This design comes from an exercise in tuning for small area, a short achievable clock period and few clock cycles per item on the open sky130 flow, not from production work.
Only simulation tests tie the RTL to the original design; equivalence was not proved.

==> flow/design.v, too long to show whole: its modules and the start of the top module <==
// module cheb_mac2: 312 lines
// module cheb_mac1: 445 lines
// module cheb_mac0: 498 lines
// module layer: 87 lines
module layer #(
    parameter integer WIDTH     = 16,
    parameter integer ACC_WIDTH = 22
)(
    input  logic              clk,
    input  logic              rst_n,
    input  logic              start,
    input  logic signed [WIDTH-1:0] x_in,
    output logic              ready,
    output logic              debug_bit,
    output logic signed [WIDTH-1:0]     y_out,
    output logic signed [ACC_WIDTH-1:0] acc_out
);
  // ...
==> flow/run.sh <==
#!/bin/bash
# synth_recipe.tcl (not shown) runs the flow's synth.tcl, then flattens the netlist and writes it again
# the make line also repeats each setting of config.mk as NAME=value (left out here)
make -C /OpenROAD-flow-scripts/flow DESIGN_CONFIG=/design/flow/config.mk WORK_HOME=/design/flow/orfs CLKGATE_MAP_FILE= SYNTH_SCRIPT=/design/flow/synth_recipe.tcl finish
==> flow/config.mk <==
export PLATFORM = sky130hd
export DESIGN_NAME = layer
export DESIGN_NICKNAME = layer
export VERILOG_FILES = /design/flow/design.v
export SDC_FILE = /design/flow/constraint.sdc
export NUM_CORES = 4
export LEC_CHECK = 0
export CAP_MARGIN = 20
export CORE_MARGIN = 2
export CORE_UTILIZATION = 40
export SETUP_SLACK_MARGIN = 5
export SLEW_MARGIN = 20
==> flow/constraint.sdc <==
create_clock -name core_clock -period 10.0 [get_ports {clk}]
set_input_delay 2.0000 -clock core_clock [delete_from_list [all_inputs] [get_ports {clk}]]
set_output_delay 2.0000 -clock core_clock [all_outputs]
set_load 0.01 [all_outputs]
==> run summary, run 1 <==
status finished clean; Synth Register Bits 215; reg-to-reg slack, setup between 4 and 5 ns; synth unique cells 79; TritonCTS clock tree yes; cts hold-fix bufs 0; Layout Nets 3796; setup_tns 0 ns; H-Tree Depth 1; # DRC 0; met3 Track Usage GR around 2.5%; Final Hold Viols 0; RR Startpoint xb[2]$_DFF_P_; drt first pass iters 6; Final Skew 0.0180 ns; met2 usage in global routing 38.2%; initial antenna violation count 3; Worst Hold Slack around 0.35 ns; clk sink count around 220; asr flop ratio synth around 4.7%; WL final around 84 mm; M1 GR Usage roughly 29%; mux contribution to synthesized area around 1.6%; n_diodes 1; beginning of the worst hold path vb$_DFF_PN0_; Yosys top cell area share 17.8%; R2R cell count 21; Layout area overhead 17.8%; Max Cap Viol 0; XOR/XNOR Fraction of Synth Area under 10%; per-cell routed wire length roughly 20 um; most common cell type on the critical path fa_1; Top reg by flops acc; multi-input logic area about 20000 um2; GRT overflow 0; met3 WL around 5.2 mm; CP startpoint kind register; Max-area cell class multi-input gates; Buf+Inv Stages, Crit Path 3
Testbench counts, summed over its fixed seeds: cycles 7,688, items 384.
==> inputs of run 2 (changes only) <==
--- a/flow/config.mk
+++ b/flow/config.mk
@@ -9,4 +9,3 @@
 export CORE_MARGIN = 2
 export CORE_UTILIZATION = 40
-export SETUP_SLACK_MARGIN = 5
 export SLEW_MARGIN = 20
==> run 2 against run 1 <==
Still clean. Cell area down 9.7%. Synthesized area did not move. Sequential cell count is the same. Cell count down 3.4%. Worst hold slack hardly changed. Critical path type unchanged. Critical endpoint unchanged.
==> run summary, run 2 <==
Clock Latency Late Sink 0.56 ns (was 0.58 ns); Hold/Removal Path Class reg2reg (unchanged); number of synthesized flops with an enable pin 36 (unchanged); routed vias/inst 5.55 (was 5.69); number of global-route vias before repair 21300 (was 22400); Seq/Total Area, Yosys 17.5% (unchanged); Die H 263 um (unchanged); Finish-stage setup viols 0 (unchanged); CP Cell Sequence inv_1 -> nor2_1 -> nand2_1 -> o311a_1 -> o22ai_1 -> fa_1 -> fa_1 -> inv_1 -> fa_1 -> ha_1 -> or3_1 -> a211oi_2 -> o21bai_2 -> a2111oi_4 -> nor3_2 -> o31a_2 -> o21a_4 -> a311o_2 -> a21oi_2 -> xnor2_1 (was clkbuf_4 -> nand2_2 -> nand2_1 -> a21oi_1 -> nor2_1 -> a221oi_4 -> ha_1 -> inv_1 -> fa_1 -> inv_1 -> fa_1 -> fa_1 -> fa_1 -> ha_4 -> nand4_1 -> nor3_2 -> o31a_2 -> o21a_4 -> a311o_2 -> a21oi_2 -> xnor2_1); Setup Buffers After CTS 0 (was 61); Synth area leader fa_1 (unchanged); per-cell routed wire length 18.2 um (was 19.7 um); row count 95 (unchanged); Layout area overhead 6.33% (was 17.8%); GRT overflow 0 (unchanged); first-pass GRT wire length 120 mm (was 126 mm); # DRC 0 (unchanged); CP startpoint kind register (unchanged); RSZ-0062 raised after global routing false (was true); most common cell type on the critical path fa_1 (unchanged); worst-margin pin slew 1.09 ns (was 1.00 ns); fmax 155 MHz (was 190 MHz); Crit Path Max Fanout 22 (was 6); Final HPWL DP 53.3 mm (was 55.0 mm); Final Hold Viols 0 (unchanged); Fill cells 6763 (was 6427); I/O pins 59 (unchanged); synth cell count leaders 374 x inv_1, 348 x nand2_1, 279 x clkbuf_1 (unchanged); average cell area after synthesis 7.93 um2 (unchanged); chip width 263 um (unchanged); total CTS buffers 25 (was 27); H-Tree Depth 1 (unchanged); Tmin final 6.44 ns (was 5.25 ns); Final Skew 0.0162 ns (was 0.0180 ns); asr flop ratio synth 4.65% (unchanged); initial antenna violation count 2 (was 3); drt first-iter violations 2343 (was 2068); Register Area 4720 um2 (was 4850 um2); share of cells above drive strength 1 4.12% (was 14.3%); cts hold-fix bufs 0 (unchanged); cell family with most CP delay compound AO/OA/AOI/OAI gates (was adder cells); PostCTS Resize Cnt 0 (was 200); final worst-path cycle share 64.4% (was 52.5%); critical path arrival 6.92 ns (was 5.74 ns); YS warnings 4 (unchanged); DP Area 27800 um2 (was 27900 um2); root buffer cell clkbuf_16 (unchanged); Top reg by flops acc (unchanged); largest net degree at the start of global routing 89 (was 77); top_reg_cell synth dfxtp_1 (unchanged); Max Slew Vio Count 0 (unchanged); Max Buffers Root-to-Sink 3 (unchanged); total track usage 21.2% (was 22.4%); setup_tns 0 ns (unchanged); placed insts 4059 (was 4057); WS Path Type reg2reg (unchanged); Synth Cell Area 26900 um2 (unchanged); Final Cell Area 28600 um2 (was 31700 um2); core region area 66900 um2 (unchanged); WL final 74.6 mm (was 83.7 mm); synth unique cells 79 (unchanged); most frequent cells in the layout 374 x inv_1, 348 x nand2_1, 255 x a21oi_1 (was 358 x inv_1, 336 x nand2_1, 246 x a21oi_1); status finished clean (unchanged); fin cells 4105 (was 4249); multi-input logic area 19600 um2 (was 20400 um2); routability cong. 0.876 (was 0.919); Mapped Nets 3835 (unchanged); Slew headroom 26.9% (was 33.0%); Slowest Stage Delay on Critical Path 0.89 ns (was 0.56 ns); Max Cap Viol 0 (unchanged); Req. time, crit path 10.48 ns (was 10.49 ns); cell with the most instances after synthesis inv_1 (unchanged); antenna viol nets, final 0 (unchanged); Initial Utilization 40.2% (unchanged); Yosys top cell area share 17.8% (unchanged); Die ar. 69400 um2 (unchanged); Clock transition at path regs 0.06 ns (about the same); Worst setup EP type register (unchanged); Layout Nets 3654 (was 3796); cells after synthesis 3394 (unchanged); Largest register FFs 22 (unchanged); commonest non-fill, non-tap cell in the layout inv_1 (unchanged); clk sink count 215 (unchanged); PortBufs 58 (unchanged); drt first pass iters 6 (unchanged); slowest CP cell dfxtp_1 (was fa_1); largest cells by area after synthesis fa_1 18%, dfxtp_1 13%, ha_1 8.5%, inv_1 5.2%, nand2_1 4.9% (unchanged); TritonCTS clock tree yes (unchanged); Vias 22800 (was 24200); Synth Register Bits 215 (unchanged); Buf+Inv Stages, Crit Path 2 (was 3)
## run 2: changes by cell type in the layout (fill, tap and decap cells not counted), moves of 19 or more
cell | previous run | this run
buf_12 | 21 | 0
buf_4 | 129 | 58
dfxtp_1 | 119 | 161
dfxtp_4 | 28 | 0
ha_1 | 163 | 182
o21ai_0 | 194 | 225
o21ai_1 | 23 | 0
## run 2: final cells by class
type / instances / share of cell area, %
repair buffers: 116 / 3.55
well taps: 873 / 3.81
multi-input cells: 2477 / 68.3
inverters: 378 / 4.95
clock inverters: 9 / 0.323
flip-flops and latches: 215 / 16.5
clock buffers: 36 / 2.55
diodes: 1 / 0.00874
## run 2: path summary, 6_finish.rpt
check                      slack (ns)                  to  cells after the start           start
max                              3.56      yc[12]$_DFF_P_                     20  b1b[6]$_DFF_P_
min                              0.35        vc$_DFF_PN0_                      0    vb$_DFF_PN0_
max reg2reg                      3.56      yc[12]$_DFF_P_                     20  b1b[6]$_DFF_P_
min reg2reg                      0.35        vc$_DFF_PN0_                      0    vb$_DFF_PN0_
max in group asynchronous        7.93  cnt[0]$_DFFE_PN0P_                      1           rst_n
min in group asynchronous        1.76  cnt[3]$_DFFE_PN0P_                      1           rst_n
## run 2: cells by family (layout without fill, tap and decap cells)
kind of cell               count (synthesis)  after routing  share of synthesized area [%]
and+or+nand+nor                          777            777                           12.5
xor gates and xnor gates                 228            228                           7.47
adders and majority gates                487            487                           28.7
buffers and inverters                    702            539                           9.87
muxes                                     35             35                           1.55
AOI/OAI and AO/OA                        950            950                           22.4
DFF                                      215            215                           17.5
other                                      0              1                              0
## run 2: worst reg2reg max path, delay by kind of cell (launching register included)
family	cells	cell delay, ns
xor+xnor	1	0.13
buf+inv	2	0.54
fa+ha+maj	4	1.71
compound gates	9	2.27
flops	1	0.89
simple gates	4	0.83
## run 2: routing by layer
metal | share of wire [%] | global-route usage (%) | wire, um | vias to the layer above
met3 | 5.5 | 2.21 | 4120 | 108
met5 | 0 | 0 | 0 | -
met1 | 46 | 30.4 | 34100 | 10900
li1 | - | - | - | 11100
met2 | 46 | 34.0 | 34400 | 718
met4 | 2.7 | 5.85 | 1990 | 0
## run 2: metrics by stage
step | hold WS [ns] | util, % | worst slack, ns
3_3_place_gp | 0.334 | 41.6 | 3.68
6_report | 0.347 | 42.8 | 3.56
5_1_grt | 0.362 | 42.8 | 3.19
2_1_floorplan | 0.329 | - | 4.29
3_5_place_dp | 0.335 | 41.6 | 3.62
4_1_cts | 0.349 | 42.8 | 3.54

==> separate check: timing with driven ports <==
How much do the figures lean on ideal ports? The routed layouts below were timed once more, with nothing changed but the port constraints.
Step 1 sets driving cells, clkbuf_16 on the clock port and buf_2 on the other inputs (assumed; they add their load-dependent delay and slew).
Step 2 adds t to the input delays and takes it off the output delays; t is the mean of the earliest and latest rising clock arrival at the registers after step 1. Input paths then give back, and output paths get back, about the clock's delay inside the block.
Three values: no drivers, after step 1, after step 2; two values: the first two.
run | shift t [ns] | slack for setup (ns) | worst setup path after step 2 | worst register clock-pin slew, ns
run 1 | 0.634 | 4.749 / 4.749 / 4.749 | register to register | 0.07 / 0.07
run 2 | 0.611 | 3.563 / 3.563 / 3.563 | register to register | 0.07 / 0.07
After both steps every run listed still meets setup and hold.
